What follows belongs to an exercise in optimizing a design on an open flow for small area, a short achievable clock period and few clock cycles per item; a production flow would make more cautious choices.
Where RTL was checked, it was by simulation tests only, not by an equivalence proof against the original.
No activity file was given, so power comes from the tool's default toggle rates.

==> run H <==
Design bmlp_top, start of the top module:
module bmlp_top(
  input  wire       clk,
  input  wire       rst,
  input  wire       start,
  output reg  [6:0] dmem_addr,
  input  wire [8:0] dmem_data,
  output reg        done,
  output reg        bin_class
);
make LEC_CHECK=0 ABC_CLOCK_PERIOD_IN_PS=3000 CAP_MARGIN=20 CORE_MARGIN=2 CORE_UTILIZATION=60 SETUP_SLACK_MARGIN=5 SLEW_MARGIN=20 SYNTH_MEMORY_MAX_BITS=8192 finish   # period 8.0 ns
run.sh (not shown) runs the stock make flow with config.mk's settings and CLKGATE_MAP_FILE= SYNTH_SCRIPT=/design/flow/synth_recipe.tcl, a recipe that flattens the netlist after the stock synthesis.
==> run D (differences from run H) <==
--- a/flow/design.v
+++ b/flow/design.v
@@ -6,14 +6,12 @@
   output reg  [6:0] dmem_addr,
   input  wire [8:0] dmem_data,
   output reg        done,
   output reg        bin_class
 );
   reg        busy;
-  reg  [7:0] ka;
-  reg  [5:0] oa;
   reg  [7:0] k;           
   reg  [5:0] o;           
   reg  [8:0] d;           
   reg  [9:0] init0;       
   reg  [9:0] init1;
   reg  [59:0] b1;         
@@ -40,14 +38,12 @@
       end
     end
   end
   always @(posedge clk) begin
     o <= ~busy ? 6'd63 : (k == 8'd145) ? 6'd0 : (o == 6'd63) ? 6'd63 : o + 6'd1;
     d <= dmem_data;
-    ka <= (start & ~busy) ? 8'd0 : ka + 8'd1;       
-    oa <= (k == 8'd145) ? 6'd0 : oa + 6'd1;           
     init0[0] <= busy && (k == 8'd0);
     init0[1] <= busy && (k == 8'd16);
     init0[2] <= busy && (k == 8'd32);
     init0[3] <= busy && (k == 8'd48);
     init0[4] <= busy && (k == 8'd64);
     init0[5] <= busy && (k == 8'd80);
@@ -56,13 +52,13 @@
     init0[8] <= busy && (k == 8'd128);
     init0[9] <= busy && (k == 8'd144);
     init1 <= init0;
   end
   reg [26:0] wrom;
   always @(*) begin
-    case (ka)
+    case (k)
       8'd0: wrom = 27'h62;
       8'd1: wrom = 27'hf4;
       8'd2: wrom = 27'h92;
       8'd3: wrom = 27'h6b;
       8'd4: wrom = 27'hd8;
       8'd5: wrom = 27'h146;
@@ -1179,13 +1175,13 @@
   always @(posedge clk) hi26 <= (init1[5] ? 6'd38 : hi26) + {5'd0, cy26_0};
   always @(posedge clk) if (init1[8]) b1[57] <= ~hi26[5];
   reg  [23:0] b2;
   reg  [6:0]  b3;
   reg  [59:0] prom;
   always @(*) begin
-    case (oa)
+    case (o)
       6'd0: prom = 60'hfffffffffffffff;  
       6'd1: prom = 60'h5dcf29c2d813c1d;  
       6'd2: prom = 60'heebd4f815eafd7d;  
       6'd3: prom = 60'h1c62972546e5757;  
       6'd4: prom = 60'hcd484944d615bea;  
       6'd5: prom = 60'h7af58ff61fa9793;  
==> run Y (differences from run H) <==
--- a/flow/design.v
+++ b/flow/design.v
@@ -6,14 +6,12 @@
   output reg  [6:0] dmem_addr,
   input  wire [8:0] dmem_data,
   output reg        done,
   output reg        bin_class
 );
   reg        busy;
-  reg  [7:0] ka;
-  reg  [5:0] oa;
   reg  [7:0] k;           
   reg  [5:0] o;           
   reg  [8:0] d;           
   reg  [9:0] init0;       
   reg  [9:0] init1;
   reg  [59:0] b1;         
@@ -40,14 +38,12 @@
       end
     end
   end
   always @(posedge clk) begin
     o <= ~busy ? 6'd63 : (k == 8'd145) ? 6'd0 : (o == 6'd63) ? 6'd63 : o + 6'd1;
     d <= dmem_data;
-    ka <= (start & ~busy) ? 8'd0 : ka + 8'd1;       
-    oa <= (k == 8'd145) ? 6'd0 : oa + 6'd1;           
     init0[0] <= busy && (k == 8'd0);
     init0[1] <= busy && (k == 8'd16);
     init0[2] <= busy && (k == 8'd32);
     init0[3] <= busy && (k == 8'd48);
     init0[4] <= busy && (k == 8'd64);
     init0[5] <= busy && (k == 8'd80);
@@ -56,13 +52,13 @@
     init0[8] <= busy && (k == 8'd128);
     init0[9] <= busy && (k == 8'd144);
     init1 <= init0;
   end
   reg [26:0] wrom;
   always @(*) begin
-    case (ka)
+    case (k)
       8'd0: wrom = 27'h62;
       8'd1: wrom = 27'hf4;
       8'd2: wrom = 27'h92;
       8'd3: wrom = 27'h6b;
       8'd4: wrom = 27'hd8;
       8'd5: wrom = 27'h146;
@@ -1179,13 +1175,13 @@
   always @(posedge clk) hi26 <= (init1[5] ? 6'd38 : hi26) + {5'd0, cy26_0};
   always @(posedge clk) if (init1[8]) b1[57] <= ~hi26[5];
   reg  [23:0] b2;
   reg  [6:0]  b3;
   reg  [59:0] prom;
   always @(*) begin
-    case (oa)
+    case (o)
       6'd0: prom = 60'hfffffffffffffff;  
       6'd1: prom = 60'h5dcf29c2d813c1d;  
       6'd2: prom = 60'heebd4f815eafd7d;  
       6'd3: prom = 60'h1c62972546e5757;  
       6'd4: prom = 60'hcd484944d615bea;  
       6'd5: prom = 60'h7af58ff61fa9793;  
- ABC_CLOCK_PERIOD_IN_PS: 3000 -> not set
- CORE_UTILIZATION: 60 -> 40
- SETUP_SLACK_MARGIN: 5 -> not set
==> summary of the runs <==
Run D passed the timing, DRC and antenna checks. Run Y produced a clean layout. Run H finished clean.
Sequential share of layout area: run H < run D < run Y.
In run Y the clock-buffer cell count is lower than in run H, by 2.
Between run H and run Y, the lower sequential power is in run Y (gap about 5.6%, measured against run Y).
In area after synthesis, run D and run Y do not differ.
Fmax: run D is higher than run H (about 0.24%).
Via count: run Y < run H < run D.
Setup slack, lowest first: run Y, run H, run D.
Utilization: run Y < run D < run H.
In run Y the register-to-register slack is lower than in run H, by 0.66 ns.
First-iteration DRC count: run Y < run H < run D.
Testbench counts of run D, summed over its fixed seeds: cycles 23,688, items 128.
Testbench counts of run Y, summed over its fixed seeds: cycles 23,688, items 128.
Function not checked in run H: the RTL went through the layout flow alone.

* * *

==> run a: inputs <==
Another version of the RTL of bmlp_top (not shown whole).
==> flow/design.v (excerpt) <==
module bmlp_top(
  input  wire       clk,
  input  wire       rst,
  input  wire       start,
  output reg  [6:0] dmem_addr,
  input  wire [8:0] dmem_data,
  output reg        done,
  output reg        bin_class
);
make LEC_CHECK=0 ABC_CLOCK_PERIOD_IN_PS=3000 CAP_MARGIN=20 CORE_MARGIN=2 CORE_UTILIZATION=40 SETUP_SLACK_MARGIN=5 SLEW_MARGIN=20 SYNTH_MEMORY_MAX_BITS=8192 finish   # period 8.0 ns
==> run b (differences from run a) <==
- ABC_CLOCK_PERIOD_IN_PS: 3000 -> unset
- SETUP_SLACK_MARGIN: 5 -> unset
==> impl_metrics.tcl <==
set metrics [dict create \
    combPwrFrac_pct 26.8 \
    num-clock-buffers 124 \
    status "timing/DRC/antenna clean" \
    p_sw_mw 4.03 \
    postCtsSetupRepairBufs 0 \
    worst_pin_slew_ns 1.09 \
    path_cells "inv_1 -> fa_1 -> inv_1 -> fa_1 -> ha_1 -> fa_1 -> ha_1 -> o21a_1 -> o211ai_1 -> nand4b_1 -> fa_1 -> inv_1 -> fa_1 -> o31a_1" \
    cts_buffers 91 \
    p_int_mw 9.95 \
    layout.nets 4539 \
]
the above is filed under run b

==> impl_metrics.tcl <==
set metrics [dict create \
    status "timing/DRC/antenna clean" \
    p_int_mw 9.97 \
    layout.nets 4552 \
    path_class "register to register" \
    worst_pin_slew_ns 1.16 \
    p_sw_mw 4.04 \
    core_mm2 0.103 \
    path_cells "inv_2 -> fa_1 -> inv_1 -> fa_1 -> ha_2 -> fa_1 -> ha_1 -> o21a_1 -> o211ai_1 -> nand4b_1 -> fa_2 -> inv_2 -> fa_1 -> o31a_1" \
    num-clock-buffers 130 \
    pg_seq_mw 5.95 \
    cts_buffers 92 \
    worstHoldPathType "register to register" \
    avgSynthCellArea_um2 10.1 \
    ys_seq_elements 821 \
    drtIter0Drc 2993 \
]
the above is filed under run a

Testbench counts of run a, summed over its fixed seeds: cycles 23,560, items 128.
Testbench counts of run b, summed over its fixed seeds: cycles 23,560, items 128.

-- what the ideal ports hide --
Ports are ideal in the flow. The routed layouts listed here were re-timed in OpenROAD.
Step 1 sets driving cells, clkbuf_16 on the clock port and buf_2 on the other inputs (assumed; they add their load-dependent delay and slew).
Step 2 times the ports against the registers' clock, not the clock port: input delays grow and output delays shrink by t, the midpoint of the rising clock arrivals with the driver on.
Slacks: ideal / step 1 / step 2; pairs: ideal / step 1.
run | t (ns) | slack for setup (ns) | hold WS [ns] | worst setup path after step 2 | worst data-port slew with drivers (ns)
run H | 0.686 | 4.938 / 4.938 / 4.938 | 0.327 / 0.327 / 0.327 | register to register | 0.06
run D | 0.698 | 4.945 / 4.945 / 4.598 | 0.327 / 0.327 / 0.327 | input to register | 0.03
run Y | 0.707 | 4.273 / 4.273 / 4.273 | 0.331 / 0.331 / 0.331 | register to register | 0.03
run a | 0.724 | 3.859 / 3.859 / 3.859 | 0.326 / 0.326 / 0.326 | register to register | 0.05
run b | 0.720 | 3.536 / 3.536 / 3.536 | 0.324 / 0.324 / 0.324 | register to register | 0.05
After both steps every run listed still meets setup and hold. For run D, which loses most, drivers alone change the setup slack by 0.000 ns; drivers and shift together by -0.347 ns.
